What follows belongs to an exercise in optimizing a design on an open flow for small area, a short achievable clock period and few clock cycles per item; a production flow would make more cautious choices.
No run shown here included a check of the RTL's function; only the layout flow was run.
No activity file was given, so power comes from the tool's default toggle rates.

### run.sh
#!/bin/bash
# synth_recipe.tcl (not shown) runs the flow's synth.tcl, then flattens the netlist and writes it again
# the make line also repeats each setting of config.mk as NAME=value (left out here)
make -C /OpenROAD-flow-scripts/flow DESIGN_CONFIG=/design/flow/config.mk WORK_HOME=/design/flow/orfs CLKGATE_MAP_FILE= SYNTH_SCRIPT=/design/flow/synth_recipe.tcl finish
### config.mk
export PLATFORM = sky130hd
export DESIGN_NAME = FPU
export DESIGN_NICKNAME = FPU
export VERILOG_FILES = /design/flow/design.v
export SDC_FILE = /design/flow/constraint.sdc
export NUM_CORES = 8
export LEC_CHECK = 0
export CAP_MARGIN = 20
export CORE_MARGIN = 2
export CORE_UTILIZATION = 55
export PLACE_DENSITY = 0.65
export SLEW_MARGIN = 20
export SYNTH_HIERARCHICAL = 1
export SYNTH_MINIMUM_KEEP_SIZE = 0
### constraint.sdc
create_clock -name core_clock -period 15.0 [get_ports {Clock}]
set_input_delay 3.0000 -clock core_clock [delete_from_list [all_inputs] [get_ports {Clock}]]
set_output_delay 3.0000 -clock core_clock [all_outputs]
set_load 0.01 [all_outputs]
### design.v
module mul24(input [23:0] a, input [23:0] b, output [47:0] r0, output [47:0] r1);
wire [575:0] pp;
wire t1, t2;
wire t3, t4;
wire t5, t6;
wire t7, t8;
wire t9, t10;
wire t11, t12;
wire t13, t14;
wire t15, t16;
wire t17, t18;
wire t19, t20;
wire t21, t22;
wire t23, t24;
wire t25, t26;
wire t27, t28;
wire t29, t30;
wire t31, t32;
wire t33, t34;
wire t35, t36;
wire t37, t38;
wire t39, t40;
wire t41, t42;
wire t43, t44;
wire t45, t46;
wire t47, t48;
wire t49, t50;
wire t51, t52;
wire t53, t54;
wire t55, t56;
wire t57, t58;
wire t59, t60;
wire t61, t62;
wire t63, t64;
wire t65, t66;
wire t67, t68;
wire t69, t70;
wire t71, t72;
wire t73, t74;
wire t75, t76;
wire t77, t78;
wire t79, t80;
wire t81, t82;
wire t83, t84;
wire t85, t86;
wire t87, t88;
wire t89, t90;
wire t91, t92;
wire t93, t94;
wire t95, t96;
wire t97, t98;
wire t99, t100;
wire t101, t102;
wire t103, t104;
wire t105, t106;
wire t107, t108;
wire t109, t110;
wire t111, t112;
wire t113, t114;
wire t115, t116;
wire t117, t118;
wire t119, t120;
wire t121, t122;
wire t123, t124;
wire t125, t126;
wire t127, t128;
wire t129, t130;
wire t131, t132;
wire t133, t134;
wire t135, t136;
wire t137, t138;
wire t139, t140;
wire t141, t142;
wire t143, t144;
wire t145, t146;
wire t147, t148;
wire t149, t150;
wire t151, t152;
wire t153, t154;
wire t155, t156;
wire t157, t158;
wire t159, t160;
wire t161, t162;
wire t163, t164;
wire t165, t166;
wire t167, t168;
wire t169, t170;
wire t171, t172;
wire t173, t174;
wire t175, t176;
wire t177, t178;
wire t179, t180;
wire t181, t182;
wire t183, t184;
wire t185, t186;
wire t187, t188;
wire t189, t190;
wire t191, t192;
wire t193, t194;
wire t195, t196;
wire t197, t198;
wire t199, t200;
wire t201, t202;
wire t203, t204;
wire t205, t206;
wire t207, t208;
wire t209, t210;
wire t211, t212;
wire t213, t214;
wire t215, t216;
wire t217, t218;
wire t219, t220;
wire t221, t222;
wire t223, t224;
wire t225, t226;
wire t227, t228;
wire t229, t230;
wire t231, t232;
wire t233, t234;
wire t235, t236;
wire t237, t238;
wire t239, t240;
wire t241, t242;
wire t243, t244;
wire t245, t246;
wire t247, t248;
wire t249, t250;
wire t251, t252;
wire t253, t254;
wire t255, t256;
wire t257, t258;
wire t259, t260;
wire t261, t262;
wire t263, t264;
wire t265, t266;
wire t267, t268;
wire t269, t270;
wire t271, t272;
wire t273, t274;
wire t275, t276;
wire t277, t278;
wire t279, t280;
wire t281, t282;
wire t283, t284;
wire t285, t286;
wire t287, t288;
wire t289, t290;
wire t291, t292;
wire t293, t294;
wire t295, t296;
wire t297, t298;
wire t299, t300;
wire t301, t302;
wire t303, t304;
wire t305, t306;
wire t307, t308;
wire t309, t310;
wire t311, t312;
wire t313, t314;
wire t315, t316;
wire t317, t318;
wire t319, t320;
wire t321, t322;
wire t323, t324;
wire t325, t326;
wire t327, t328;
wire t329, t330;
wire t331, t332;
wire t333, t334;
wire t335, t336;
wire t337, t338;
wire t339, t340;
wire t341, t342;
wire t343, t344;
wire t345, t346;
wire t347, t348;
wire t349, t350;
wire t351, t352;
wire t353, t354;
wire t355, t356;
wire t357, t358;
wire t359, t360;
wire t361, t362;
wire t363, t364;
wire t365, t366;
wire t367, t368;
wire t369, t370;
wire t371, t372;
wire t373, t374;
wire t375, t376;
wire t377, t378;
wire t379, t380;
wire t381, t382;
wire t383, t384;
wire t385, t386;
wire t387, t388;
wire t389, t390;
wire t391, t392;
wire t393, t394;
wire t395, t396;
wire t397, t398;
wire t399, t400;
wire t401, t402;
wire t403, t404;
wire t405, t406;
wire t407, t408;
wire t409, t410;
wire t411, t412;
wire t413, t414;
wire t415, t416;
wire t417, t418;
wire t419, t420;
wire t421, t422;
wire t423, t424;
wire t425, t426;
wire t427, t428;
wire t429, t430;
wire t431, t432;
wire t433, t434;
wire t435, t436;
wire t437, t438;
wire t439, t440;
wire t441, t442;
wire t443, t444;
wire t445, t446;
wire t447, t448;
wire t449, t450;
wire t451, t452;
wire t453, t454;
wire t455, t456;
wire t457, t458;
wire t459, t460;
wire t461, t462;
wire t463, t464;
wire t465, t466;
wire t467, t468;
wire t469, t470;
wire t471, t472;
wire t473, t474;
wire t475, t476;
wire t477, t478;
wire t479, t480;
wire t481, t482;
wire t483, t484;
wire t485, t486;
wire t487, t488;
wire t489, t490;
wire t491, t492;
wire t493, t494;
wire t495, t496;
wire t497, t498;
wire t499, t500;
wire t501, t502;
wire t503, t504;
wire t505, t506;
wire t507, t508;
wire t509, t510;
wire t511, t512;
wire t513, t514;
wire t515, t516;
wire t517, t518;
wire t519, t520;
wire t521, t522;
wire t523, t524;
wire t525, t526;
wire t527, t528;
wire t529, t530;
wire t531, t532;
wire t533, t534;
wire t535, t536;
wire t537, t538;
wire t539, t540;
wire t541, t542;
wire t543, t544;
wire t545, t546;
wire t547, t548;
wire t549, t550;
wire t551, t552;
wire t553, t554;
wire t555, t556;
wire t557, t558;
wire t559, t560;
wire t561, t562;
wire t563, t564;
wire t565, t566;
wire t567, t568;
wire t569, t570;
wire t571, t572;
wire t573, t574;
wire t575, t576;
wire t577, t578;
wire t579, t580;
wire t581, t582;
wire t583, t584;
wire t585, t586;
wire t587, t588;
wire t589, t590;
wire t591, t592;
wire t593, t594;
wire t595, t596;
wire t597, t598;
wire t599, t600;
wire t601, t602;
wire t603, t604;
wire t605, t606;
wire t607, t608;
wire t609, t610;
wire t611, t612;
wire t613, t614;
wire t615, t616;
wire t617, t618;
wire t619, t620;
wire t621, t622;
wire t623, t624;
wire t625, t626;
wire t627, t628;
wire t629, t630;
wire t631, t632;
wire t633, t634;
wire t635, t636;
wire t637, t638;
wire t639, t640;
wire t641, t642;
wire t643, t644;
wire t645, t646;
wire t647, t648;
wire t649, t650;
wire t651, t652;
wire t653, t654;
wire t655, t656;
wire t657, t658;
wire t659, t660;
wire t661, t662;
wire t663, t664;
wire t665, t666;
wire t667, t668;
wire t669, t670;
wire t671, t672;
wire t673, t674;
wire t675, t676;
wire t677, t678;
wire t679, t680;
wire t681, t682;
wire t683, t684;
wire t685, t686;
wire t687, t688;
wire t689, t690;
wire t691, t692;
wire t693, t694;
wire t695, t696;
wire t697, t698;
wire t699, t700;
wire t701, t702;
wire t703, t704;
wire t705, t706;
wire t707, t708;
wire t709, t710;
wire t711, t712;
wire t713, t714;
wire t715, t716;
wire t717, t718;
wire t719, t720;
wire t721, t722;
wire t723, t724;
wire t725, t726;
wire t727, t728;
wire t729, t730;
wire t731, t732;
wire t733, t734;
wire t735, t736;
wire t737, t738;
wire t739, t740;
wire t741, t742;
wire t743, t744;
wire t745, t746;
wire t747, t748;
wire t749, t750;
wire t751, t752;
wire t753, t754;
wire t755, t756;
wire t757, t758;
wire t759, t760;
wire t761, t762;
wire t763, t764;
wire t765, t766;
wire t767, t768;
wire t769, t770;
wire t771, t772;
wire t773, t774;
wire t775, t776;
wire t777, t778;
wire t779, t780;
wire t781, t782;
wire t783, t784;
wire t785, t786;
wire t787, t788;
wire t789, t790;
wire t791, t792;
wire t793, t794;
wire t795, t796;
wire t797, t798;
wire t799, t800;
wire t801, t802;
wire t803, t804;
wire t805, t806;
wire t807, t808;
wire t809, t810;
wire t811, t812;
wire t813, t814;
wire t815, t816;
wire t817, t818;
wire t819, t820;
wire t821, t822;
wire t823, t824;
wire t825, t826;
wire t827, t828;
wire t829, t830;
wire t831, t832;
wire t833, t834;
wire t835, t836;
wire t837, t838;
wire t839, t840;
wire t841, t842;
wire t843, t844;
wire t845, t846;
wire t847, t848;
wire t849, t850;
wire t851, t852;
wire t853, t854;
wire t855, t856;
wire t857, t858;
wire t859, t860;
wire t861, t862;
wire t863, t864;
wire t865, t866;
wire t867, t868;
wire t869, t870;
wire t871, t872;
wire t873, t874;
wire t875, t876;
wire t877, t878;
wire t879, t880;
wire t881, t882;
wire t883, t884;
wire t885, t886;
wire t887, t888;
wire t889, t890;
wire t891, t892;
wire t893, t894;
wire t895, t896;
wire t897, t898;
wire t899, t900;
wire t901, t902;
wire t903, t904;
wire t905, t906;
wire t907, t908;
wire t909, t910;
wire t911, t912;
wire t913, t914;
wire t915, t916;
wire t917, t918;
wire t919, t920;
wire t921, t922;
wire t923, t924;
wire t925, t926;
wire t927, t928;
wire t929, t930;
wire t931, t932;
wire t933, t934;
wire t935, t936;
wire t937, t938;
wire t939, t940;
wire t941, t942;
wire t943, t944;
wire t945, t946;
wire t947, t948;
wire t949, t950;
wire t951, t952;
wire t953, t954;
wire t955, t956;
wire t957, t958;
wire t959, t960;
wire t961, t962;
wire t963, t964;
wire t965, t966;
wire t967, t968;
wire t969, t970;
wire t971, t972;
wire t973, t974;
wire t975, t976;
wire t977, t978;
wire t979, t980;
wire t981, t982;
wire t983, t984;
wire t985, t986;
wire t987, t988;
wire t989, t990;
wire t991, t992;
wire t993, t994;
wire t995, t996;
wire t997, t998;
wire t999, t1000;
wire t1001, t1002;
wire t1003, t1004;
wire t1005, t1006;
wire t1007, t1008;
wire t1009, t1010;
wire t1011, t1012;
genvar gi, gj;
generate for (gi = 0; gi < 24; gi = gi + 1) begin : g_i
  for (gj = 0; gj < 24; gj = gj + 1) begin : g_j
    assign pp[gi*24+gj] = a[gj] & b[gi];
  end
end endgenerate
ha2 ut1(pp[19], pp[42], t1, t2);
fa3 ut3(pp[20], pp[43], pp[66], t3, t4);
ha2 ut5(pp[89], pp[112], t5, t6);
fa3 ut7(pp[21], pp[44], pp[67], t7, t8);
fa3 ut9(pp[90], pp[113], pp[136], t9, t10);
ha2 ut11(pp[159], pp[182], t11, t12);
fa3 ut13(pp[22], pp[45], pp[68], t13, t14);
fa3 ut15(pp[91], pp[114], pp[137], t15, t16);
fa3 ut17(pp[160], pp[183], pp[206], t17, t18);
ha2 ut19(pp[229], pp[252], t19, t20);
fa3 ut21(pp[23], pp[46], pp[69], t21, t22);
fa3 ut23(pp[92], pp[115], pp[138], t23, t24);
fa3 ut25(pp[161], pp[184], pp[207], t25, t26);
fa3 ut27(pp[230], pp[253], pp[276], t27, t28);
ha2 ut29(pp[299], pp[322], t29, t30);
fa3 ut31(pp[47], pp[70], pp[93], t31, t32);
fa3 ut33(pp[116], pp[139], pp[162], t33, t34);
fa3 ut35(pp[185], pp[208], pp[231], t35, t36);
fa3 ut37(pp[254], pp[277], pp[300], t37, t38);
ha2 ut39(pp[323], pp[346], t39, t40);
fa3 ut41(pp[71], pp[94], pp[117], t41, t42);
fa3 ut43(pp[140], pp[163], pp[186], t43, t44);
fa3 ut45(pp[209], pp[232], pp[255], t45, t46);
fa3 ut47(pp[278], pp[301], pp[324], t47, t48);
fa3 ut49(pp[95], pp[118], pp[141], t49, t50);
fa3 ut51(pp[164], pp[187], pp[210], t51, t52);
fa3 ut53(pp[233], pp[256], pp[279], t53, t54);
fa3 ut55(pp[119], pp[142], pp[165], t55, t56);
fa3 ut57(pp[188], pp[211], pp[234], t57, t58);
fa3 ut59(pp[143], pp[166], pp[189], t59, t60);
ha2 ut61(pp[13], pp[36], t61, t62);
fa3 ut63(pp[14], pp[37], pp[60], t63, t64);
ha2 ut65(pp[83], pp[106], t65, t66);
fa3 ut67(pp[15], pp[38], pp[61], t67, t68);
fa3 ut69(pp[84], pp[107], pp[130], t69, t70);
ha2 ut71(pp[153], pp[176], t71, t72);
fa3 ut73(pp[16], pp[39], pp[62], t73, t74);
fa3 ut75(pp[85], pp[108], pp[131], t75, t76);
fa3 ut77(pp[154], pp[177], pp[200], t77, t78);
ha2 ut79(pp[223], pp[246], t79, t80);
fa3 ut81(pp[17], pp[40], pp[63], t81, t82);
fa3 ut83(pp[86], pp[109], pp[132], t83, t84);
fa3 ut85(pp[155], pp[178], pp[201], t85, t86);
fa3 ut87(pp[224], pp[247], pp[270], t87, t88);
ha2 ut89(pp[293], pp[316], t89, t90);
fa3 ut91(pp[18], pp[41], pp[64], t91, t92);
fa3 ut93(pp[87], pp[110], pp[133], t93, t94);
fa3 ut95(pp[156], pp[179], pp[202], t95, t96);
fa3 ut97(pp[225], pp[248], pp[271], t97, t98);
fa3 ut99(pp[294], pp[317], pp[340], t99, t100);
ha2 ut101(pp[363], pp[386], t101, t102);
fa3 ut103(t1, pp[65], pp[88], t103, t104);
fa3 ut105(pp[111], pp[134], pp[157], t105, t106);
fa3 ut107(pp[180], pp[203], pp[226], t107, t108);
fa3 ut109(pp[249], pp[272], pp[295], t109, t110);
fa3 ut111(pp[318], pp[341], pp[364], t111, t112);
fa3 ut113(pp[387], pp[410], pp[433], t113, t114);
fa3 ut115(t2, t3, t5, t115, t116);
fa3 ut117(pp[135], pp[158], pp[181], t117, t118);
fa3 ut119(pp[204], pp[227], pp[250], t119, t120);
fa3 ut121(pp[273], pp[296], pp[319], t121, t122);
fa3 ut123(pp[342], pp[365], pp[388], t123, t124);
fa3 ut125(pp[411], pp[434], pp[457], t125, t126);
fa3 ut127(t4, t6, t7, t127, t128);
fa3 ut129(t9, t11, pp[205], t129, t130);
fa3 ut131(pp[228], pp[251], pp[274], t131, t132);
fa3 ut133(pp[297], pp[320], pp[343], t133, t134);
fa3 ut135(pp[366], pp[389], pp[412], t135, t136);
fa3 ut137(pp[435], pp[458], pp[481], t137, t138);
fa3 ut139(t8, t10, t12, t139, t140);
fa3 ut141(t13, t15, t17, t141, t142);
fa3 ut143(t19, pp[275], pp[298], t143, t144);
fa3 ut145(pp[321], pp[344], pp[367], t145, t146);
fa3 ut147(pp[390], pp[413], pp[436], t147, t148);
fa3 ut149(pp[459], pp[482], pp[505], t149, t150);
fa3 ut151(t14, t16, t18, t151, t152);
fa3 ut153(t20, t21, t23, t153, t154);
fa3 ut155(t25, t27, t29, t155, t156);
fa3 ut157(pp[345], pp[368], pp[391], t157, t158);
fa3 ut159(pp[414], pp[437], pp[460], t159, t160);
fa3 ut161(pp[483], pp[506], pp[529], t161, t162);
fa3 ut163(t22, t24, t26, t163, t164);
fa3 ut165(t28, t30, t31, t165, t166);
fa3 ut167(t33, t35, t37, t167, t168);
fa3 ut169(t39, pp[369], pp[392], t169, t170);
fa3 ut171(pp[415], pp[438], pp[461], t171, t172);
fa3 ut173(pp[484], pp[507], pp[530], t173, t174);
fa3 ut175(t32, t34, t36, t175, t176);
fa3 ut177(t38, t40, t41, t177, t178);
fa3 ut179(t43, t45, t47, t179, t180);
fa3 ut181(pp[347], pp[370], pp[393], t181, t182);
fa3 ut183(pp[416], pp[439], pp[462], t183, t184);
fa3 ut185(pp[485], pp[508], pp[531], t185, t186);
fa3 ut187(t42, t44, t46, t187, t188);
fa3 ut189(t48, t49, t51, t189, t190);
fa3 ut191(t53, pp[302], pp[325], t191, t192);
fa3 ut193(pp[348], pp[371], pp[394], t193, t194);
fa3 ut195(pp[417], pp[440], pp[463], t195, t196);
fa3 ut197(pp[486], pp[509], pp[532], t197, t198);
fa3 ut199(t50, t52, t54, t199, t200);
fa3 ut201(t55, t57, pp[257], t201, t202);
fa3 ut203(pp[280], pp[303], pp[326], t203, t204);
fa3 ut205(pp[349], pp[372], pp[395], t205, t206);
fa3 ut207(pp[418], pp[441], pp[464], t207, t208);
fa3 ut209(pp[487], pp[510], pp[533], t209, t210);
fa3 ut211(t56, t58, t59, t211, t212);
fa3 ut213(pp[212], pp[235], pp[258], t213, t214);
fa3 ut215(pp[281], pp[304], pp[327], t215, t216);
fa3 ut217(pp[350], pp[373], pp[396], t217, t218);
fa3 ut219(pp[419], pp[442], pp[465], t219, t220);
fa3 ut221(pp[488], pp[511], pp[534], t221, t222);
fa3 ut223(t60, pp[167], pp[190], t223, t224);
fa3 ut225(pp[213], pp[236], pp[259], t225, t226);
fa3 ut227(pp[282], pp[305], pp[328], t227, t228);
fa3 ut229(pp[351], pp[374], pp[397], t229, t230);
fa3 ut231(pp[420], pp[443], pp[466], t231, t232);
fa3 ut233(pp[489], pp[512], pp[535], t233, t234);
fa3 ut235(pp[191], pp[214], pp[237], t235, t236);
fa3 ut237(pp[260], pp[283], pp[306], t237, t238);
fa3 ut239(pp[329], pp[352], pp[375], t239, t240);
fa3 ut241(pp[398], pp[421], pp[444], t241, t242);
fa3 ut243(pp[467], pp[490], pp[513], t243, t244);
fa3 ut245(pp[215], pp[238], pp[261], t245, t246);
fa3 ut247(pp[284], pp[307], pp[330], t247, t248);
fa3 ut249(pp[353], pp[376], pp[399], t249, t250);
fa3 ut251(pp[422], pp[445], pp[468], t251, t252);
fa3 ut253(pp[239], pp[262], pp[285], t253, t254);
fa3 ut255(pp[308], pp[331], pp[354], t255, t256);
fa3 ut257(pp[377], pp[400], pp[423], t257, t258);
fa3 ut259(pp[263], pp[286], pp[309], t259, t260);
fa3 ut261(pp[332], pp[355], pp[378], t261, t262);
fa3 ut263(pp[287], pp[310], pp[333], t263, t264);
ha2 ut265(pp[9], pp[32], t265, t266);
fa3 ut267(pp[10], pp[33], pp[56], t267, t268);
ha2 ut269(pp[79], pp[102], t269, t270);
fa3 ut271(pp[11], pp[34], pp[57], t271, t272);
fa3 ut273(pp[80], pp[103], pp[126], t273, t274);
ha2 ut275(pp[149], pp[172], t275, t276);
fa3 ut277(pp[12], pp[35], pp[58], t277, t278);
fa3 ut279(pp[81], pp[104], pp[127], t279, t280);
fa3 ut281(pp[150], pp[173], pp[196], t281, t282);
ha2 ut283(pp[219], pp[242], t283, t284);
fa3 ut285(t61, pp[59], pp[82], t285, t286);
fa3 ut287(pp[105], pp[128], pp[151], t287, t288);
fa3 ut289(pp[174], pp[197], pp[220], t289, t290);
fa3 ut291(pp[243], pp[266], pp[289], t291, t292);
fa3 ut293(t62, t63, t65, t293, t294);
fa3 ut295(pp[129], pp[152], pp[175], t295, t296);
fa3 ut297(pp[198], pp[221], pp[244], t297, t298);
fa3 ut299(pp[267], pp[290], pp[313], t299, t300);
fa3 ut301(t64, t66, t67, t301, t302);
fa3 ut303(t69, t71, pp[199], t303, t304);
fa3 ut305(pp[222], pp[245], pp[268], t305, t306);
fa3 ut307(pp[291], pp[314], pp[337], t307, t308);
fa3 ut309(t68, t70, t72, t309, t310);
fa3 ut311(t73, t75, t77, t311, t312);
fa3 ut313(t79, pp[269], pp[292], t313, t314);
fa3 ut315(pp[315], pp[338], pp[361], t315, t316);
fa3 ut317(t74, t76, t78, t317, t318);
fa3 ut319(t80, t81, t83, t319, t320);
fa3 ut321(t85, t87, t89, t321, t322);
fa3 ut323(pp[339], pp[362], pp[385], t323, t324);
fa3 ut325(t82, t84, t86, t325, t326);
fa3 ut327(t88, t90, t91, t327, t328);
fa3 ut329(t93, t95, t97, t329, t330);
fa3 ut331(t99, t101, pp[409], t331, t332);
fa3 ut333(t92, t94, t96, t333, t334);
fa3 ut335(t98, t100, t102, t335, t336);
fa3 ut337(t103, t105, t107, t337, t338);
fa3 ut339(t109, t111, t113, t339, t340);
fa3 ut341(t104, t106, t108, t341, t342);
fa3 ut343(t110, t112, t114, t343, t344);
fa3 ut345(t115, t117, t119, t345, t346);
fa3 ut347(t121, t123, t125, t347, t348);
fa3 ut349(t116, t118, t120, t349, t350);
fa3 ut351(t122, t124, t126, t351, t352);
fa3 ut353(t127, t129, t131, t353, t354);
fa3 ut355(t133, t135, t137, t355, t356);
fa3 ut357(t128, t130, t132, t357, t358);
fa3 ut359(t134, t136, t138, t359, t360);
fa3 ut361(t139, t141, t143, t361, t362);
fa3 ut363(t145, t147, t149, t363, t364);
fa3 ut365(t140, t142, t144, t365, t366);
fa3 ut367(t146, t148, t150, t367, t368);
fa3 ut369(t151, t153, t155, t369, t370);
fa3 ut371(t157, t159, t161, t371, t372);
fa3 ut373(t152, t154, t156, t373, t374);
fa3 ut375(t158, t160, t162, t375, t376);
fa3 ut377(t163, t165, t167, t377, t378);
fa3 ut379(t169, t171, t173, t379, t380);
fa3 ut381(t164, t166, t168, t381, t382);
fa3 ut383(t170, t172, t174, t383, t384);
fa3 ut385(t175, t177, t179, t385, t386);
fa3 ut387(t181, t183, t185, t387, t388);
fa3 ut389(t176, t178, t180, t389, t390);
fa3 ut391(t182, t184, t186, t391, t392);
fa3 ut393(t187, t189, t191, t393, t394);
fa3 ut395(t193, t195, t197, t395, t396);
fa3 ut397(t188, t190, t192, t397, t398);
fa3 ut399(t194, t196, t198, t399, t400);
fa3 ut401(t199, t201, t203, t401, t402);
fa3 ut403(t205, t207, t209, t403, t404);
fa3 ut405(t200, t202, t204, t405, t406);
fa3 ut407(t206, t208, t210, t407, t408);
fa3 ut409(t211, t213, t215, t409, t410);
fa3 ut411(t217, t219, t221, t411, t412);
fa3 ut413(t212, t214, t216, t413, t414);
fa3 ut415(t218, t220, t222, t415, t416);
fa3 ut417(t223, t225, t227, t417, t418);
fa3 ut419(t229, t231, t233, t419, t420);
fa3 ut421(t224, t226, t228, t421, t422);
fa3 ut423(t230, t232, t234, t423, t424);
fa3 ut425(t235, t237, t239, t425, t426);
fa3 ut427(t241, t243, pp[536], t427, t428);
fa3 ut429(t236, t238, t240, t429, t430);
fa3 ut431(t242, t244, t245, t431, t432);
fa3 ut433(t247, t249, t251, t433, t434);
fa3 ut435(pp[491], pp[514], pp[537], t435, t436);
fa3 ut437(t246, t248, t250, t437, t438);
fa3 ut439(t252, t253, t255, t439, t440);
fa3 ut441(t257, pp[446], pp[469], t441, t442);
fa3 ut443(pp[492], pp[515], pp[538], t443, t444);
fa3 ut445(t254, t256, t258, t445, t446);
fa3 ut447(t259, t261, pp[401], t447, t448);
fa3 ut449(pp[424], pp[447], pp[470], t449, t450);
fa3 ut451(pp[493], pp[516], pp[539], t451, t452);
fa3 ut453(t260, t262, t263, t453, t454);
fa3 ut455(pp[356], pp[379], pp[402], t455, t456);
fa3 ut457(pp[425], pp[448], pp[471], t457, t458);
fa3 ut459(pp[494], pp[517], pp[540], t459, t460);
fa3 ut461(t264, pp[311], pp[334], t461, t462);
fa3 ut463(pp[357], pp[380], pp[403], t463, t464);
fa3 ut465(pp[426], pp[449], pp[472], t465, t466);
fa3 ut467(pp[495], pp[518], pp[541], t467, t468);
fa3 ut469(pp[335], pp[358], pp[381], t469, t470);
fa3 ut471(pp[404], pp[427], pp[450], t471, t472);
fa3 ut473(pp[473], pp[496], pp[519], t473, t474);
fa3 ut475(pp[359], pp[382], pp[405], t475, t476);
fa3 ut477(pp[428], pp[451], pp[474], t477, t478);
fa3 ut479(pp[383], pp[406], pp[429], t479, t480);
ha2 ut481(pp[6], pp[29], t481, t482);
fa3 ut483(pp[7], pp[30], pp[53], t483, t484);
ha2 ut485(pp[76], pp[99], t485, t486);
fa3 ut487(pp[8], pp[31], pp[54], t487, t488);
fa3 ut489(pp[77], pp[100], pp[123], t489, t490);
ha2 ut491(pp[146], pp[169], t491, t492);
fa3 ut493(t265, pp[55], pp[78], t493, t494);
fa3 ut495(pp[101], pp[124], pp[147], t495, t496);
fa3 ut497(pp[170], pp[193], pp[216], t497, t498);
fa3 ut499(t266, t267, t269, t499, t500);
fa3 ut501(pp[125], pp[148], pp[171], t501, t502);
fa3 ut503(pp[194], pp[217], pp[240], t503, t504);
fa3 ut505(t268, t270, t271, t505, t506);
fa3 ut507(t273, t275, pp[195], t507, t508);
fa3 ut509(pp[218], pp[241], pp[264], t509, t510);
fa3 ut511(t272, t274, t276, t511, t512);
fa3 ut513(t277, t279, t281, t513, t514);
fa3 ut515(t283, pp[265], pp[288], t515, t516);
fa3 ut517(t278, t280, t282, t517, t518);
fa3 ut519(t284, t285, t287, t519, t520);
fa3 ut521(t289, t291, pp[312], t521, t522);
fa3 ut523(t286, t288, t290, t523, t524);
fa3 ut525(t292, t293, t295, t525, t526);
fa3 ut527(t297, t299, pp[336], t527, t528);
fa3 ut529(t294, t296, t298, t529, t530);
fa3 ut531(t300, t301, t303, t531, t532);
fa3 ut533(t305, t307, pp[360], t533, t534);
fa3 ut535(t302, t304, t306, t535, t536);
fa3 ut537(t308, t309, t311, t537, t538);
fa3 ut539(t313, t315, pp[384], t539, t540);
fa3 ut541(t310, t312, t314, t541, t542);
fa3 ut543(t316, t317, t319, t543, t544);
fa3 ut545(t321, t323, pp[408], t545, t546);
fa3 ut547(t318, t320, t322, t547, t548);
fa3 ut549(t324, t325, t327, t549, t550);
fa3 ut551(t329, t331, pp[432], t551, t552);
fa3 ut553(t326, t328, t330, t553, t554);
fa3 ut555(t332, t333, t335, t555, t556);
fa3 ut557(t337, t339, pp[456], t557, t558);
fa3 ut559(t334, t336, t338, t559, t560);
fa3 ut561(t340, t341, t343, t561, t562);
fa3 ut563(t345, t347, pp[480], t563, t564);
fa3 ut565(t342, t344, t346, t565, t566);
fa3 ut567(t348, t349, t351, t567, t568);
fa3 ut569(t353, t355, pp[504], t569, t570);
fa3 ut571(t350, t352, t354, t571, t572);
fa3 ut573(t356, t357, t359, t573, t574);
fa3 ut575(t361, t363, pp[528], t575, t576);
fa3 ut577(t358, t360, t362, t577, t578);
fa3 ut579(t364, t365, t367, t579, t580);
fa3 ut581(t369, t371, pp[552], t581, t582);
fa3 ut583(t366, t368, t370, t583, t584);
fa3 ut585(t372, t373, t375, t585, t586);
fa3 ut587(t377, t379, pp[553], t587, t588);
fa3 ut589(t374, t376, t378, t589, t590);
fa3 ut591(t380, t381, t383, t591, t592);
fa3 ut593(t385, t387, pp[554], t593, t594);
fa3 ut595(t382, t384, t386, t595, t596);
fa3 ut597(t388, t389, t391, t597, t598);
fa3 ut599(t393, t395, pp[555], t599, t600);
fa3 ut601(t390, t392, t394, t601, t602);
fa3 ut603(t396, t397, t399, t603, t604);
fa3 ut605(t401, t403, pp[556], t605, t606);
fa3 ut607(t398, t400, t402, t607, t608);
fa3 ut609(t404, t405, t407, t609, t610);
fa3 ut611(t409, t411, pp[557], t611, t612);
fa3 ut613(t406, t408, t410, t613, t614);
fa3 ut615(t412, t413, t415, t615, t616);
fa3 ut617(t417, t419, pp[558], t617, t618);
fa3 ut619(t414, t416, t418, t619, t620);
fa3 ut621(t420, t421, t423, t621, t622);
fa3 ut623(t425, t427, pp[559], t623, t624);
fa3 ut625(t422, t424, t426, t625, t626);
fa3 ut627(t428, t429, t431, t627, t628);
fa3 ut629(t433, t435, pp[560], t629, t630);
fa3 ut631(t430, t432, t434, t631, t632);
fa3 ut633(t436, t437, t439, t633, t634);
fa3 ut635(t441, t443, pp[561], t635, t636);
fa3 ut637(t438, t440, t442, t637, t638);
fa3 ut639(t444, t445, t447, t639, t640);
fa3 ut641(t449, t451, pp[562], t641, t642);
fa3 ut643(t446, t448, t450, t643, t644);
fa3 ut645(t452, t453, t455, t645, t646);
fa3 ut647(t457, t459, pp[563], t647, t648);
fa3 ut649(t454, t456, t458, t649, t650);
fa3 ut651(t460, t461, t463, t651, t652);
fa3 ut653(t465, t467, pp[564], t653, t654);
fa3 ut655(t462, t464, t466, t655, t656);
fa3 ut657(t468, t469, t471, t657, t658);
fa3 ut659(t473, pp[542], pp[565], t659, t660);
fa3 ut661(t470, t472, t474, t661, t662);
fa3 ut663(t475, t477, pp[497], t663, t664);
fa3 ut665(pp[520], pp[543], pp[566], t665, t666);
fa3 ut667(t476, t478, t479, t667, t668);
fa3 ut669(pp[452], pp[475], pp[498], t669, t670);
fa3 ut671(pp[521], pp[544], pp[567], t671, t672);
fa3 ut673(t480, pp[407], pp[430], t673, t674);
fa3 ut675(pp[453], pp[476], pp[499], t675, t676);
fa3 ut677(pp[522], pp[545], pp[568], t677, t678);
fa3 ut679(pp[431], pp[454], pp[477], t679, t680);
fa3 ut681(pp[500], pp[523], pp[546], t681, t682);
fa3 ut683(pp[455], pp[478], pp[501], t683, t684);
ha2 ut685(pp[4], pp[27], t685, t686);
fa3 ut687(pp[5], pp[28], pp[51], t687, t688);
ha2 ut689(pp[74], pp[97], t689, t690);
fa3 ut691(t481, pp[52], pp[75], t691, t692);
fa3 ut693(pp[98], pp[121], pp[144], t693, t694);
fa3 ut695(t482, t483, t485, t695, t696);
fa3 ut697(pp[122], pp[145], pp[168], t697, t698);
fa3 ut699(t484, t486, t487, t699, t700);
fa3 ut701(t489, t491, pp[192], t701, t702);
fa3 ut703(t488, t490, t492, t703, t704);
fa3 ut705(t493, t495, t497, t705, t706);
fa3 ut707(t494, t496, t498, t707, t708);
fa3 ut709(t499, t501, t503, t709, t710);
fa3 ut711(t500, t502, t504, t711, t712);
fa3 ut713(t505, t507, t509, t713, t714);
fa3 ut715(t506, t508, t510, t715, t716);
fa3 ut717(t511, t513, t515, t717, t718);
fa3 ut719(t512, t514, t516, t719, t720);
fa3 ut721(t517, t519, t521, t721, t722);
fa3 ut723(t518, t520, t522, t723, t724);
fa3 ut725(t523, t525, t527, t725, t726);
fa3 ut727(t524, t526, t528, t727, t728);
fa3 ut729(t529, t531, t533, t729, t730);
fa3 ut731(t530, t532, t534, t731, t732);
fa3 ut733(t535, t537, t539, t733, t734);
fa3 ut735(t536, t538, t540, t735, t736);
fa3 ut737(t541, t543, t545, t737, t738);
fa3 ut739(t542, t544, t546, t739, t740);
fa3 ut741(t547, t549, t551, t741, t742);
fa3 ut743(t548, t550, t552, t743, t744);
fa3 ut745(t553, t555, t557, t745, t746);
fa3 ut747(t554, t556, t558, t747, t748);
fa3 ut749(t559, t561, t563, t749, t750);
fa3 ut751(t560, t562, t564, t751, t752);
fa3 ut753(t565, t567, t569, t753, t754);
fa3 ut755(t566, t568, t570, t755, t756);
fa3 ut757(t571, t573, t575, t757, t758);
fa3 ut759(t572, t574, t576, t759, t760);
fa3 ut761(t577, t579, t581, t761, t762);
fa3 ut763(t578, t580, t582, t763, t764);
fa3 ut765(t583, t585, t587, t765, t766);
fa3 ut767(t584, t586, t588, t767, t768);
fa3 ut769(t589, t591, t593, t769, t770);
fa3 ut771(t590, t592, t594, t771, t772);
fa3 ut773(t595, t597, t599, t773, t774);
fa3 ut775(t596, t598, t600, t775, t776);
fa3 ut777(t601, t603, t605, t777, t778);
fa3 ut779(t602, t604, t606, t779, t780);
fa3 ut781(t607, t609, t611, t781, t782);
fa3 ut783(t608, t610, t612, t783, t784);
fa3 ut785(t613, t615, t617, t785, t786);
fa3 ut787(t614, t616, t618, t787, t788);
fa3 ut789(t619, t621, t623, t789, t790);
fa3 ut791(t620, t622, t624, t791, t792);
fa3 ut793(t625, t627, t629, t793, t794);
fa3 ut795(t626, t628, t630, t795, t796);
fa3 ut797(t631, t633, t635, t797, t798);
fa3 ut799(t632, t634, t636, t799, t800);
fa3 ut801(t637, t639, t641, t801, t802);
fa3 ut803(t638, t640, t642, t803, t804);
fa3 ut805(t643, t645, t647, t805, t806);
fa3 ut807(t644, t646, t648, t807, t808);
fa3 ut809(t649, t651, t653, t809, t810);
fa3 ut811(t650, t652, t654, t811, t812);
fa3 ut813(t655, t657, t659, t813, t814);
fa3 ut815(t656, t658, t660, t815, t816);
fa3 ut817(t661, t663, t665, t817, t818);
fa3 ut819(t662, t664, t666, t819, t820);
fa3 ut821(t667, t669, t671, t821, t822);
fa3 ut823(t668, t670, t672, t823, t824);
fa3 ut825(t673, t675, t677, t825, t826);
fa3 ut827(t674, t676, t678, t827, t828);
fa3 ut829(t679, t681, pp[569], t829, t830);
fa3 ut831(t680, t682, t683, t831, t832);
fa3 ut833(pp[524], pp[547], pp[570], t833, t834);
fa3 ut835(t684, pp[479], pp[502], t835, t836);
fa3 ut837(pp[525], pp[548], pp[571], t837, t838);
fa3 ut839(pp[503], pp[526], pp[549], t839, t840);
ha2 ut841(pp[3], pp[26], t841, t842);
fa3 ut843(t685, pp[50], pp[73], t843, t844);
fa3 ut845(t686, t687, t689, t845, t846);
fa3 ut847(t688, t690, t691, t847, t848);
fa3 ut849(t692, t694, t695, t849, t850);
fa3 ut851(t696, t698, t699, t851, t852);
fa3 ut853(t700, t702, t703, t853, t854);
fa3 ut855(t704, t706, t707, t855, t856);
fa3 ut857(t708, t710, t711, t857, t858);
fa3 ut859(t712, t714, t715, t859, t860);
fa3 ut861(t716, t718, t719, t861, t862);
fa3 ut863(t720, t722, t723, t863, t864);
fa3 ut865(t724, t726, t727, t865, t866);
fa3 ut867(t728, t730, t731, t867, t868);
fa3 ut869(t732, t734, t735, t869, t870);
fa3 ut871(t736, t738, t739, t871, t872);
fa3 ut873(t740, t742, t743, t873, t874);
fa3 ut875(t744, t746, t747, t875, t876);
fa3 ut877(t748, t750, t751, t877, t878);
fa3 ut879(t752, t754, t755, t879, t880);
fa3 ut881(t756, t758, t759, t881, t882);
fa3 ut883(t760, t762, t763, t883, t884);
fa3 ut885(t764, t766, t767, t885, t886);
fa3 ut887(t768, t770, t771, t887, t888);
fa3 ut889(t772, t774, t775, t889, t890);
fa3 ut891(t776, t778, t779, t891, t892);
fa3 ut893(t780, t782, t783, t893, t894);
fa3 ut895(t784, t786, t787, t895, t896);
fa3 ut897(t788, t790, t791, t897, t898);
fa3 ut899(t792, t794, t795, t899, t900);
fa3 ut901(t796, t798, t799, t901, t902);
fa3 ut903(t800, t802, t803, t903, t904);
fa3 ut905(t804, t806, t807, t905, t906);
fa3 ut907(t808, t810, t811, t907, t908);
fa3 ut909(t812, t814, t815, t909, t910);
fa3 ut911(t816, t818, t819, t911, t912);
fa3 ut913(t820, t822, t823, t913, t914);
fa3 ut915(t824, t826, t827, t915, t916);
fa3 ut917(t828, t830, t831, t917, t918);
fa3 ut919(t832, t834, t835, t919, t920);
fa3 ut921(t836, t838, t839, t921, t922);
fa3 ut923(t840, pp[527], pp[550], t923, t924);
ha2 ut925(pp[2], pp[25], t925, t926);
fa3 ut927(t841, pp[49], pp[72], t927, t928);
fa3 ut929(t842, t843, pp[96], t929, t930);
fa3 ut931(t844, t845, pp[120], t931, t932);
fa3 ut933(t846, t847, t693, t933, t934);
fa3 ut935(t848, t849, t697, t935, t936);
fa3 ut937(t850, t851, t701, t937, t938);
fa3 ut939(t852, t853, t705, t939, t940);
fa3 ut941(t854, t855, t709, t941, t942);
fa3 ut943(t856, t857, t713, t943, t944);
fa3 ut945(t858, t859, t717, t945, t946);
fa3 ut947(t860, t861, t721, t947, t948);
fa3 ut949(t862, t863, t725, t949, t950);
fa3 ut951(t864, t865, t729, t951, t952);
fa3 ut953(t866, t867, t733, t953, t954);
fa3 ut955(t868, t869, t737, t955, t956);
fa3 ut957(t870, t871, t741, t957, t958);
fa3 ut959(t872, t873, t745, t959, t960);
fa3 ut961(t874, t875, t749, t961, t962);
fa3 ut963(t876, t877, t753, t963, t964);
fa3 ut965(t878, t879, t757, t965, t966);
fa3 ut967(t880, t881, t761, t967, t968);
fa3 ut969(t882, t883, t765, t969, t970);
fa3 ut971(t884, t885, t769, t971, t972);
fa3 ut973(t886, t887, t773, t973, t974);
fa3 ut975(t888, t889, t777, t975, t976);
fa3 ut977(t890, t891, t781, t977, t978);
fa3 ut979(t892, t893, t785, t979, t980);
fa3 ut981(t894, t895, t789, t981, t982);
fa3 ut983(t896, t897, t793, t983, t984);
fa3 ut985(t898, t899, t797, t985, t986);
fa3 ut987(t900, t901, t801, t987, t988);
fa3 ut989(t902, t903, t805, t989, t990);
fa3 ut991(t904, t905, t809, t991, t992);
fa3 ut993(t906, t907, t813, t993, t994);
fa3 ut995(t908, t909, t817, t995, t996);
fa3 ut997(t910, t911, t821, t997, t998);
fa3 ut999(t912, t913, t825, t999, t1000);
fa3 ut1001(t914, t915, t829, t1001, t1002);
fa3 ut1003(t916, t917, t833, t1003, t1004);
fa3 ut1005(t918, t919, t837, t1005, t1006);
fa3 ut1007(t920, t921, pp[572], t1007, t1008);
fa3 ut1009(t922, t923, pp[573], t1009, t1010);
fa3 ut1011(t924, pp[551], pp[574], t1011, t1012);
assign r0 = {1'b0, t1012, t1010, t1008, t1006, t1004, t1002, t1000, t998, t996, t994, t992, t990, t988, t986, t984, t982, t980, t978, t976, t974, t972, t970, t968, t966, t964, t962, t960, t958, t956, t954, t952, t950, t948, t946, t944, t942, t940, t938, t936, t934, t932, t930, t928, t926, t925, pp[1], pp[0]};
assign r1 = {1'b0, pp[575], t1011, t1009, t1007, t1005, t1003, t1001, t999, t997, t995, t993, t991, t989, t987, t985, t983, t981, t979, t977, t975, t973, t971, t969, t967, t965, t963, t961, t959, t957, t955, t953, t951, t949, t947, t945, t943, t941, t939, t937, t935, t933, t931, t929, t927, pp[48], pp[24], 1'b0};
endmodule
module fa3(input a, input b, input c, output s, output co);
assign s = a ^ b ^ c;
assign co = (a & b) | (a & c) | (b & c);
endmodule
module ha2(input a, input b, output s, output co);
assign s = a ^ b;
assign co = a & b;
endmodule
module FPU(
input [31:0] Data1,
input [31:0] Data2,
input Clock,
input Reset,
input In_Data_Valid,
input Op,
output reg [31:0] Data_Out,
output reg Out_Data_Valid
);
reg [31:0] a0, b0;
reg op0;
reg [2:0] vp;
always @(posedge Clock) begin
	a0 <= Data1;
	b0 <= Data2;
	op0 <= Op;
end
always @(posedge Clock)
if (Reset) begin
	vp <= 3'd0;
	Out_Data_Valid <= 1'b0;
end else begin
	vp <= {vp[1:0], In_Data_Valid};
	Out_Data_Valid <= vp[2];
end
wire s1 = a0[31];
wire s2 = b0[31];
wire [7:0] e1 = a0[30:23];
wire [7:0] e2 = b0[30:23];
wire [23:0] MA = {|e1, a0[22:0]};
wire [23:0] MB = {|e2, b0[22:0]};
wire addm = ~op0;
wire [47:0] t0, t1;
mul24 mul(.a(MA), .b(MB & {24{op0}}), .r0(t0), .r1(t1));
wire swap = b0[30:0] > a0[30:0];
wire ge = e1 >= e2;
wire [7:0] d = ge ? (e1 - e2) : (e2 - e1);
wire [7:0] eL = ge ? e1 : e2;
wire [23:0] ML = swap ? MB : MA;
wire [23:0] MS = swap ? MA : MB;
wire sub = addm & (s1 ^ s2);
wire [23:0] MSs = (op0 || d > 8'd23) ? 24'd0 : (MS >> d[4:0]);
wire [47:0] A0 = {1'b0, ML & {24{addm}}, sub, 22'd0};
wire [47:0] A1 = {sub, MSs ^ {24{sub}}, sub, 22'd0};
wire [9:0] expm = {2'b00, e1} + {2'b00, e2} - 10'd127;
wire [9:0] base = op0 ? expm : {2'b00, eL};
wire ff1 = &e1;
wire ff2 = &e2;
wire mz1 = ~|a0[22:0];
wire mz2 = ~|b0[22:0];
wire z1 = ~|a0[30:0];
wire z2 = ~|b0[30:0];
wire nan = (ff1 & ~mz1) | (ff2 & ~mz2);
wire inf1 = ff1 & mz1;
wire inf2 = ff2 & mz2;
wire efa = nan | (inf1 & inf2 & (s1 ^ s2));
wire efm = nan | (z1 & inf2) | (z2 & inf1);
reg [47:0] row0, row1;
reg [9:0] bp1;
reg op1, sg1, ef1, nzand1, andz1, e254_1;
always @(posedge Clock) begin
	row0 <= t0 | A0;
	row1 <= t1 | A1;
	bp1 <= base + 10'd1;
	op1 <= op0;
	sg1 <= op0 ? (s1 ^ s2) : (swap ? s2 : s1);
	ef1 <= op0 ? efm : efa;
	nzand1 <= ~z1 & ~z2;
	andz1 <= ~|(a0[30:0] & b0[30:0]);
	e254_1 <= (eL == 8'd254);
end
wire [47:0] X = row0 + row1;
wire neg = bp1[9];
wire [24:0] mask = (!neg && bp1 <= 10'd24) ? (25'h1000000 >> bp1[4:0]) : 25'd0;
wire [31:0] lzin32 = {X[47:23] | mask, 7'h7f};
wire [31:0] lz_z0 = ~lzin32;
wire [15:0] lz_z1;
wire [15:0] lz_c1;
assign lz_z1[0] = lz_z0[1] & lz_z0[0];
assign lz_c1[0] = lz_z0[1];
assign lz_z1[1] = lz_z0[3] & lz_z0[2];
assign lz_c1[1] = lz_z0[3];
assign lz_z1[2] = lz_z0[5] & lz_z0[4];
assign lz_c1[2] = lz_z0[5];
assign lz_z1[3] = lz_z0[7] & lz_z0[6];
assign lz_c1[3] = lz_z0[7];
assign lz_z1[4] = lz_z0[9] & lz_z0[8];
assign lz_c1[4] = lz_z0[9];
assign lz_z1[5] = lz_z0[11] & lz_z0[10];
assign lz_c1[5] = lz_z0[11];
assign lz_z1[6] = lz_z0[13] & lz_z0[12];
assign lz_c1[6] = lz_z0[13];
assign lz_z1[7] = lz_z0[15] & lz_z0[14];
assign lz_c1[7] = lz_z0[15];
assign lz_z1[8] = lz_z0[17] & lz_z0[16];
assign lz_c1[8] = lz_z0[17];
assign lz_z1[9] = lz_z0[19] & lz_z0[18];
assign lz_c1[9] = lz_z0[19];
assign lz_z1[10] = lz_z0[21] & lz_z0[20];
assign lz_c1[10] = lz_z0[21];
assign lz_z1[11] = lz_z0[23] & lz_z0[22];
assign lz_c1[11] = lz_z0[23];
assign lz_z1[12] = lz_z0[25] & lz_z0[24];
assign lz_c1[12] = lz_z0[25];
assign lz_z1[13] = lz_z0[27] & lz_z0[26];
assign lz_c1[13] = lz_z0[27];
assign lz_z1[14] = lz_z0[29] & lz_z0[28];
assign lz_c1[14] = lz_z0[29];
assign lz_z1[15] = lz_z0[31] & lz_z0[30];
assign lz_c1[15] = lz_z0[31];
wire [7:0] lz_z2;
wire [15:0] lz_c2;
assign lz_z2[0] = lz_z1[1] & lz_z1[0];
assign lz_c2[1:0] = lz_z1[1] ? {1'b1, lz_c1[0:0]} : {1'b0, lz_c1[1:1]};
assign lz_z2[1] = lz_z1[3] & lz_z1[2];
assign lz_c2[3:2] = lz_z1[3] ? {1'b1, lz_c1[2:2]} : {1'b0, lz_c1[3:3]};
assign lz_z2[2] = lz_z1[5] & lz_z1[4];
assign lz_c2[5:4] = lz_z1[5] ? {1'b1, lz_c1[4:4]} : {1'b0, lz_c1[5:5]};
assign lz_z2[3] = lz_z1[7] & lz_z1[6];
assign lz_c2[7:6] = lz_z1[7] ? {1'b1, lz_c1[6:6]} : {1'b0, lz_c1[7:7]};
assign lz_z2[4] = lz_z1[9] & lz_z1[8];
assign lz_c2[9:8] = lz_z1[9] ? {1'b1, lz_c1[8:8]} : {1'b0, lz_c1[9:9]};
assign lz_z2[5] = lz_z1[11] & lz_z1[10];
assign lz_c2[11:10] = lz_z1[11] ? {1'b1, lz_c1[10:10]} : {1'b0, lz_c1[11:11]};
assign lz_z2[6] = lz_z1[13] & lz_z1[12];
assign lz_c2[13:12] = lz_z1[13] ? {1'b1, lz_c1[12:12]} : {1'b0, lz_c1[13:13]};
assign lz_z2[7] = lz_z1[15] & lz_z1[14];
assign lz_c2[15:14] = lz_z1[15] ? {1'b1, lz_c1[14:14]} : {1'b0, lz_c1[15:15]};
wire [3:0] lz_z3;
wire [11:0] lz_c3;
assign lz_z3[0] = lz_z2[1] & lz_z2[0];
assign lz_c3[2:0] = lz_z2[1] ? {1'b1, lz_c2[1:0]} : {1'b0, lz_c2[3:2]};
assign lz_z3[1] = lz_z2[3] & lz_z2[2];
assign lz_c3[5:3] = lz_z2[3] ? {1'b1, lz_c2[5:4]} : {1'b0, lz_c2[7:6]};
assign lz_z3[2] = lz_z2[5] & lz_z2[4];
assign lz_c3[8:6] = lz_z2[5] ? {1'b1, lz_c2[9:8]} : {1'b0, lz_c2[11:10]};
assign lz_z3[3] = lz_z2[7] & lz_z2[6];
assign lz_c3[11:9] = lz_z2[7] ? {1'b1, lz_c2[13:12]} : {1'b0, lz_c2[15:14]};
wire [1:0] lz_z4;
wire [7:0] lz_c4;
assign lz_z4[0] = lz_z3[1] & lz_z3[0];
assign lz_c4[3:0] = lz_z3[1] ? {1'b1, lz_c3[2:0]} : {1'b0, lz_c3[5:3]};
assign lz_z4[1] = lz_z3[3] & lz_z3[2];
assign lz_c4[7:4] = lz_z3[3] ? {1'b1, lz_c3[8:6]} : {1'b0, lz_c3[11:9]};
wire [0:0] lz_z5;
wire [4:0] lz_c5;
assign lz_z5[0] = lz_z4[1] & lz_z4[0];
assign lz_c5[4:0] = lz_z4[1] ? {1'b1, lz_c4[3:0]} : {1'b0, lz_c4[7:4]};
wire [4:0] cnt = lz_c5;
wire zeroM = ~|X[47:23];
reg [47:0] X2;
reg [4:0] cnt2;
reg [9:0] bp2;
reg op2, sg2, ef2, nzand2, andz2, e254_2, zeroM2;
always @(posedge Clock) begin
	X2 <= X;
	cnt2 <= cnt;
	bp2 <= bp1;
	op2 <= op1;
	sg2 <= sg1;
	ef2 <= ef1;
	nzand2 <= nzand1;
	andz2 <= andz1;
	e254_2 <= e254_1;
	zeroM2 <= zeroM;
end
wire [47:0] shl = X2 << cnt2;
wire [9:0] et = bp2 - {5'd0, cnt2};
wire negx = bp2[9];
wire OFm = !et[9] && (et[8:0] >= 9'd255);
wire OFa = zeroM2 ? e254_2 : (et[8:0] == 9'd255);
wire OF = op2 ? OFm : OFa;
wire [22:0] mres = (OF || negx || cnt2 == 5'd25 || (op2 && andz2)) ? 23'd0 : shl[46:24];
wire [7:0] eres = OF ? 8'hFF :
                  (op2 ? ((nzand2 && !negx) ? et[7:0] : 8'd0)
                       : (zeroM2 ? 8'd0 : et[7:0]));
always @(posedge Clock)
	Data_Out <= ef2 ? 32'hFFFFFFFF : {sg2, eres, mres};
endmodule
==> flow_summary.ini, run 1 <==
[outcome]
outcome = complete, no violations

[clocking]
cts_resized = 0
clk_root_buffer_cell = clkbuf_16
cts_sinks = 282
numCtsBuffers = 36
cts_tree = built
cts_max_path_buffers = 3
hold_buffers = 0
post_cts_buffers = 0
clk_pin_slew_worst_paths_ps = 60
clkLatencyLatePin_ps = 570
htreeDepth = 2

[timing]
fin_crit_sh = 0.404
max_slew_margin = 0.215
slew_violations = 0
max_freq_mhz = 165
fin_crit_ps = 6050
final-hold-violation-count = 0
fin_setup_tns_ps = 0
tightest_slew_ps = 1180
finalClockSkew_ps = 20.4
rsz0062_at_grt = false
timing.hold.ws_ps = 327
setup_violations = 0

[floorplan]
fp-row-count = 89
ioPinCount = 101
core_area_sq_mm = 0.0589
start_util = 0.556
die_x_um = 248
die_y_um = 248
die-area_sq_mm = 0.0615

[worst_setup_path]
r2r-start = op0
cp.arrival_ps = 6480
r2r_cells = 12
critPathKind = register to register
start_kind = register
crit_fanout = 69
slowest_delay_ps = 1020
cp_common_cell = fa_1
r2r_end = row1[29]
worstPathRequired_ps = 15420
crit_path_end_kind = register
slowest_stage = and2_1
crit_chain = buf_4, and2_1, and2_1, fa_1, fa_1, fa_1, fa_1, fa_1, fa_1, fa_1, a211oi_1, a31oi_1
rrSetupSlack_ps = 8950
critPathLaunch = op0

[pwr]
power.share.sequential = 0.210
ir_drop_uv = 182
clock_power_share = 0.162
power.density_mw_per_mm2 = 163
p_sw_mw = 2.56
intPower_mw = 3.04
sw_frac_of_total = 0.457
pwr-share-comb = 0.628
leakagePower_nw = 15.3

[finish]
n_antenna_cell = 0
fillCellCount = 5071
syn_to_final_growth_pct = 5.23
fin_nets = 3840
multi_input_area_sq_mm = 0.0248
drive_gt1_frac = 0.0687
seqCellArea_sq_mm = 0.00565

[routing]
routed-via-count = 24500
wl_per_cell_um = 25.1
drc = 0
avgViaCountPerCell = 6.24
drt_first_pass_iters = 6
drtAntennaViolNets = 0
first_iter_violations = 1959
wl_mm = 98.7

[yosys]
synth.area.top_cells = fa_1 30%, dfxtp_1 17%, and2_1 12%
synth_top_cells_by_count = 614 x and2_1, 488 x fa_1, 282 x dfxtp_1
yosysTopAreaCellShare = 0.298
yosys.area.top_type = fa_1
synthArstFlopShare = 0
yosys_warnings = 7
ys_seq_elements = 282
synth_most_common_cell = and2_1
synth_area_sq_mm = 0.0327
synth.avg_cell_area_sq_um = 10.2
yosysSeqAreaShare = 0.172
synth-edff-count = 0
synth_ff_type = dfxtp_1
synthCells = 3223
ys_types = 96

[placement]
io_buffers = 100
place_congestion = 0.924
post-dp-hpwl_mm = 72.8

[grt]
grt_max_degree = 70
grt_usage = 0.328
grt_pass1_wl_mm = 153
first_global_vias = 25900
antenna_found_initial = 2
grt_remaining_overflow = 0

[min_path]
holdPathEnd = e254_2
min_from = e254_1
hold_path.class = register to register
min_path_cells = 0

[job]
max-cap-violations = 0
metrics by stage:
stage          cell area (sq um)   util  worst slack (ps)  std cells  power, mW
5_1_grt                    34400  0.585              8750       3930       6.02
4_1_cts                    34400  0.584              8690       3929       5.60
6_report                   34400  0.585              8950       3930       5.60
3_3_place_gp               33200  0.563              8830       3863       4.61
2_1_floorplan              32700      -              9680       3225       4.00
3_5_place_dp               33200  0.563              8720       3863       4.67
placed cells by master (no fill, tap or decap), types with 9 or more instances in the layout:
| cell | netlist | final |
|---|---|---|
| a21oi_1 | 125 | 125 |
| and3_1 | 19 | 19 |
| mux2_2 | 10 | 10 |
| nand4_1 | 30 | 30 |
| dfxtp_1 | 282 | 277 |
| ha_1 | 155 | 155 |
| o21ai_0 | 90 | 90 |
| clkinv_2 | 0 | 10 |
| nand3_1 | 37 | 37 |
| or3_1 | 13 | 13 |
| nor2b_1 | 14 | 14 |
| mux2i_1 | 127 | 126 |
| o21bai_1 | 59 | 59 |
| clkdlybuf4s50_1 | 0 | 100 |
| nor2_1 | 115 | 114 |
| fa_1 | 488 | 488 |
| mux4_2 | 49 | 49 |
| buf_4 | 99 | 52 |
| a31oi_1 | 29 | 29 |
| nand2b_1 | 15 | 15 |
| o21a_1 | 15 | 15 |
| inv_1 | 98 | 98 |
| nor3_1 | 42 | 42 |
| a21o_1 | 35 | 35 |
| nand2_1 | 156 | 156 |
| nor4_1 | 38 | 38 |
| clkbuf_16 | 0 | 36 |
| o31ai_1 | 9 | 9 |
| xor2_1 | 30 | 30 |
| o211ai_1 | 15 | 15 |
| and2_1 | 614 | 613 |
| xnor2_1 | 35 | 35 |
| a211oi_1 | 32 | 32 |
kinds of logic after synthesis:
group,after synthesis,synth area share
fa+ha+maj,644,0.358
compound gates,512,0.104
xor+xnor,68,0.0192
mux,188,0.0769
other cells,1,0.000115
flops,282,0.172
simple gates,1141,0.198
buf+inv,387,0.0719
per-layer routing:
metal / global-route usage / wire length [um] / part of all wire
met5: 0 / 18 / 0.00018
met4: 0.124 / 3680 / 0.037
met3: 0.0583 / 7360 / 0.075
met2: 0.550 / 47700 / 0.48
met1: 0.424 / 40000 / 0.41
state kept, by name, indices dropped and copies added (netlist names), 3 cells and up:
signal	cells
vp	3
a0	32
cnt2	5
b0	32
bp1	10
X2	47
bp2	10
row0	48
Data_Out	32
row1	48
critical path: cells and delay by family (launching register included):
| kind | cells | cell delay (ps) |
|---|---|---|
| and+or+nand+nor | 2 | 1310 |
| AOI/OAI and AO/OA | 2 | 320 |
| buffers and inverters | 1 | 540 |
| adders and majority gates | 7 | 3340 |
| DFF | 1 | 310 |
final cells by class:
type | count | share of cell area
clock buffer | 44 | 0.0285
clock inverter | 22 | 0.00745
inverter | 100 | 0.0109
multi-input combinational | 2556 | 0.720
sequential | 282 | 0.164
tap | 773 | 0.0281
timing repair buffer | 153 | 0.0412
power by group through the flow:
| stage | clock network (mW) | logic (mW) | registers [mW] |
|---|---|---|---|
| 2_1_floorplan | 0 | 2.87 | 1.13 |
| 3_3_place_gp | 0 | 3.43 | 1.18 |
| 3_5_place_dp | 0 | 3.49 | 1.19 |
| 4_1_cts | 0.926 | 3.50 | 1.17 |
| 5_1_grt | 0.950 | 3.87 | 1.20 |
| 6_report | 0.909 | 3.52 | 1.18 |
per-module statistics from Yosys, one instance, submodules excluded:
module	times used	cell area [sq um]	cells inside	flops+latches
mul24	1	5160	769	0
FPU	1	17600	1948	282
ha2	23	12.5	1	0
fa3	483	20.0	1	0
worst max-delay path by stage:
stage,to,slack (ps),depth (start not counted)
2_1_floorplan,row1[29],9680,16
3_3_place_gp,row1[23],8830,13
3_5_place_dp,row1[23],8720,13
4_1_cts,row1[23],8690,13
5_1_grt,row1[23],8750,13
6_report,row1[29],8950,12
==> run 2, diff against run 1 <==
==> flow/run.sh (new file) <==
#!/bin/bash
set -euo pipefail
bash standard.sh SETUP_SLACK_MARGIN=11 finish > standard.log 2>&1
==> standard.sh (new file) <==
#!/bin/bash
# synth_recipe.tcl (not shown) runs the flow's synth.tcl, then flattens the netlist and writes it again
# the make line also repeats each setting of config.mk as NAME=value (left out here)
make -C /OpenROAD-flow-scripts/flow DESIGN_CONFIG=/design/flow/config.mk WORK_HOME=/design/flow/orfs CLKGATE_MAP_FILE= SYNTH_SCRIPT=/design/flow/synth_recipe.tcl "${@:-finish}"
removed: run.sh
==> run 2 against run 1 <==
Against the previous run: still clean; non-clock buffer count is 145 higher; clock power is 8.5% higher; routed wire length is 14% higher; setup slack better by 1200 ps; critical path depth is 2 higher; first-iteration DRC count is 21% higher; global-route usage is 3.5 points higher; via count is 6.8% higher; hold slack worse by 1.3 ps; design area is 11% higher; sequential share of layout area is 1.4 points lower; critical path type unchanged; largest power group unchanged; highest routed layer unchanged.
==> flow_summary.ini, run 2 <==
[outcome]
outcome = complete, no violations

[yosys]
synth_area_sq_mm = 0.0327
synth.area.top_cells = fa_1 30%, dfxtp_1 17%, and2_1 12%
synth_most_common_cell = and2_1
synth.avg_cell_area_sq_um = 10.2
yosysTopAreaCellShare = 0.298
ys_types = 96
synthArstFlopShare = 0
synth_ff_type = dfxtp_1
yosys_warnings = 7
yosys.area.top_type = fa_1
yosysSeqAreaShare = 0.172
ys_seq_elements = 282
synthCells = 3223
synth-edff-count = 0
synth_top_cells_by_count = 614 x and2_1, 488 x fa_1, 282 x dfxtp_1

[clocking]
cts_sinks = 282
cts_max_path_buffers = 3
clk_root_buffer_cell = clkbuf_16
cts_tree = built
clkLatencyLatePin_ps = 570
htreeDepth = 2
clk_pin_slew_worst_paths_ps = 60
numCtsBuffers = 37

[timing]
fin_setup_tns_ps = 0
timing.hold.ws_ps = 326
tightest_slew_ps = 1120
final-hold-violation-count = 0
fin_crit_ps = 4890
rsz0062_at_grt = true
layout_setup_ws_ps = 10110
max_freq_mhz = 205
setup_violations = 0
finalClockSkew_ps = 25.5
slew_violations = 0
max_slew_margin = 0.252
fin_crit_sh = 0.326

[routing]
drtAntennaViolNets = 0
wl_per_cell_um = 27.4
first_iter_violations = 2377
drc = 0
routed-via-count = 26200
wl_mm = 113
avgViaCountPerCell = 6.38
drt_first_pass_iters = 8

[worst_setup_path]
crit_family = adder cells
crit_path_end_kind = register
r2r_end = row1[29]
critPathKind = register to register
crit_chain = buf_12, buf_16, and2_4, buf_6, and2_4, fa_2, fa_2, fa_2, fa_2, fa_2, fa_2, fa_2, a211oi_2, a31oi_1
cp.arrival_ps = 5290
start_kind = register
slowest_delay_ps = 580
slowest_stage = fa_2
r2r_cells = 14
crit_fanout = 8
cp.buffers_inverters = 3
cp_common_cell = fa_2
rrSetupSlack_ps = 10110
cp.depth = 14
worstPathRequired_ps = 15400
r2r-start = op0

[finish]
top_regs = row0 (48), row1 (48), X2 (47)
syn_to_final_growth_pct = 16.3
final_cell_mix = 547 x and2_1, 258 x fa_1, 236 x dfxtp_1
layout_commonest_cell = and2_1
post-route-util = 0.646
final_area_sq_mm = 0.0381
drive_gt1_frac = 0.252
fin_nets = 4011

[grt]
grt_usage = 0.363
grt_max_degree = 55
first_global_vias = 27300
antenna_found_initial = 8
grt_pass1_wl_mm = 166
grt_remaining_overflow = 0

[floorplan]
core_area_sq_mm = 0.0589
die_x_um = 248
ioPinCount = 101
die_y_um = 248
die-area_sq_mm = 0.0615
start_util = 0.556
fp-row-count = 89

[placement]
place_area_sq_mm = 0.0335
io_buffers = 100
dpl_worst_slack_ps = 8940
post-dp-hpwl_mm = 72.8
place_congestion = 0.931

[min_path]
holdPathEnd = ef2
hold_path.class = register to register
min_path_cells = 0
min_from = ef1

[pwr]
leakagePower_nw = 16.3
power.density_mw_per_mm2 = 158
ir_drop_uv = 134

[job]
max-cap-violations = 0
## run 2: timing repair
item / CTS / global route
gates resized for setup: 386 / 210
cloned: 28 / 10
setup buffers: 74 / 63
setup endpoints to repair: 142 / 131
hold buffers: 0 / 0
pin swaps: 109 / 141
## run 2: power by group
group	leakage [nW]	total [mW]	switching [mW]	internal [mW]
sequential	2.37	1.18	0.168	1.01
clock	0.654	0.986	0.368	0.618
combinational	13.3	3.85	2.17	1.68
## run 2: worst reg2reg max path: cells and delay by family, from the launching register on
| kind | cells | cell delay [ps] |
|---|---|---|
| adder cells (fa/ha/maj) | 7 | 3380 |
| buffers and inverters | 3 | 440 |
| flip-flops | 1 | 350 |
| AND/OR/NAND/NOR | 2 | 340 |
| AO/OA/AOI/OAI | 2 | 230 |
## run 2: metal layers
layer | vias to the layer above | global-route usage | part of all wire
met4 | 6 | 0.199 | 0.068
met2 | 1466 | 0.578 | 0.46
met5 | - | 0 | 0.00036
met1 | 13200 | 0.452 | 0.38
met3 | 482 | 0.0903 | 0.096
li1 | 11000 | - | -
## run 2: final cells by class
class | instances | area, sq um
timing repair buffer | 298 | 3090
multi-input combinational | 2580 | 26500
clock buffer | 46 | 1040
antenna | 5 | 12.5
timing repair inverter | 1 | 5.00
fill | 4734 | 20900
inverter | 100 | 400
clock inverter | 21 | 329
sequential | 282 | 5720
tap | 773 | 967
## run 2: how the worst max path moves through the flow
stage	from	end	slack, ps
4_1_cts	op0	row1[27]	10140
3_5_place_dp	op0	row1[23]	8940
5_1_grt	op0	row1[29]	10060
2_1_floorplan	op0	row1[25]	10200
3_3_place_gp	op0	row1[23]	9080
6_report	op0	row1[29]	10110
## run 2: kinds of logic (layout without fill, tap and decap cells)
logic type,Yosys count,in the layout,share of synthesized area
simple gates,1141,1162,0.198
fa+ha+maj,644,644,0.358
compound gates,512,513,0.104
buf+inv,387,466,0.0719
flops,282,282,0.172
mux,188,189,0.0769
xor+xnor,68,69,0.0192
other cells,1,8,0.000115
## run 2: per-stage QoR
| step | power, mW | instances |
|---|---|---|
| after CTS | 5.80 | 4028 |
| after global routing | 6.44 | 4104 |
| final | 6.02 | 4106 |
| after detailed placement | 4.71 | 3859 |
| after floorplan | 4.05 | 3225 |
| after global placement | 4.65 | 3859 |
## run 2: Yosys stat by module (local to each module, per instance)
module  times used  flip-flops and latches  cell area [sq um]
mul24            1                       0               5160
ha2             23                       0               12.5
FPU              1                     282              17600
fa3            483                       0               20.0

-- separate check: timing with driven ports --
In the flow no input, the clock included, has a driving cell. The finished layouts below were timed again as built, in two steps. Step 1 (the two cells are an assumption about what drives the block):
set clk [get_ports {Clock}]
set_driving_cell -lib_cell sky130_fd_sc_hd__clkbuf_16 $clk
set_driving_cell -lib_cell sky130_fd_sc_hd__buf_2 [delete_from_list [all_inputs] $clk]
Step 2 also shifts input and output timing later by t, the mid clock arrival at the registers, as if the neighbouring blocks saw the same clock. Three values: ideal ports, drivers, drivers and shift; two values: the first two.
run	t (ns)	setup slack, ns	hold WS [ns]	worst slew at a driven data input, ns	cell pins on the clock port's net
run 1	0.613	8.947 / 8.947 / 8.947	0.327 / 0.327 / 0.327	0.04	1
run 2	0.613	10.110 / 10.110 / 10.110	0.326 / 0.326 / 0.326	0.04	1
After both steps setup and hold are still met in every run listed.
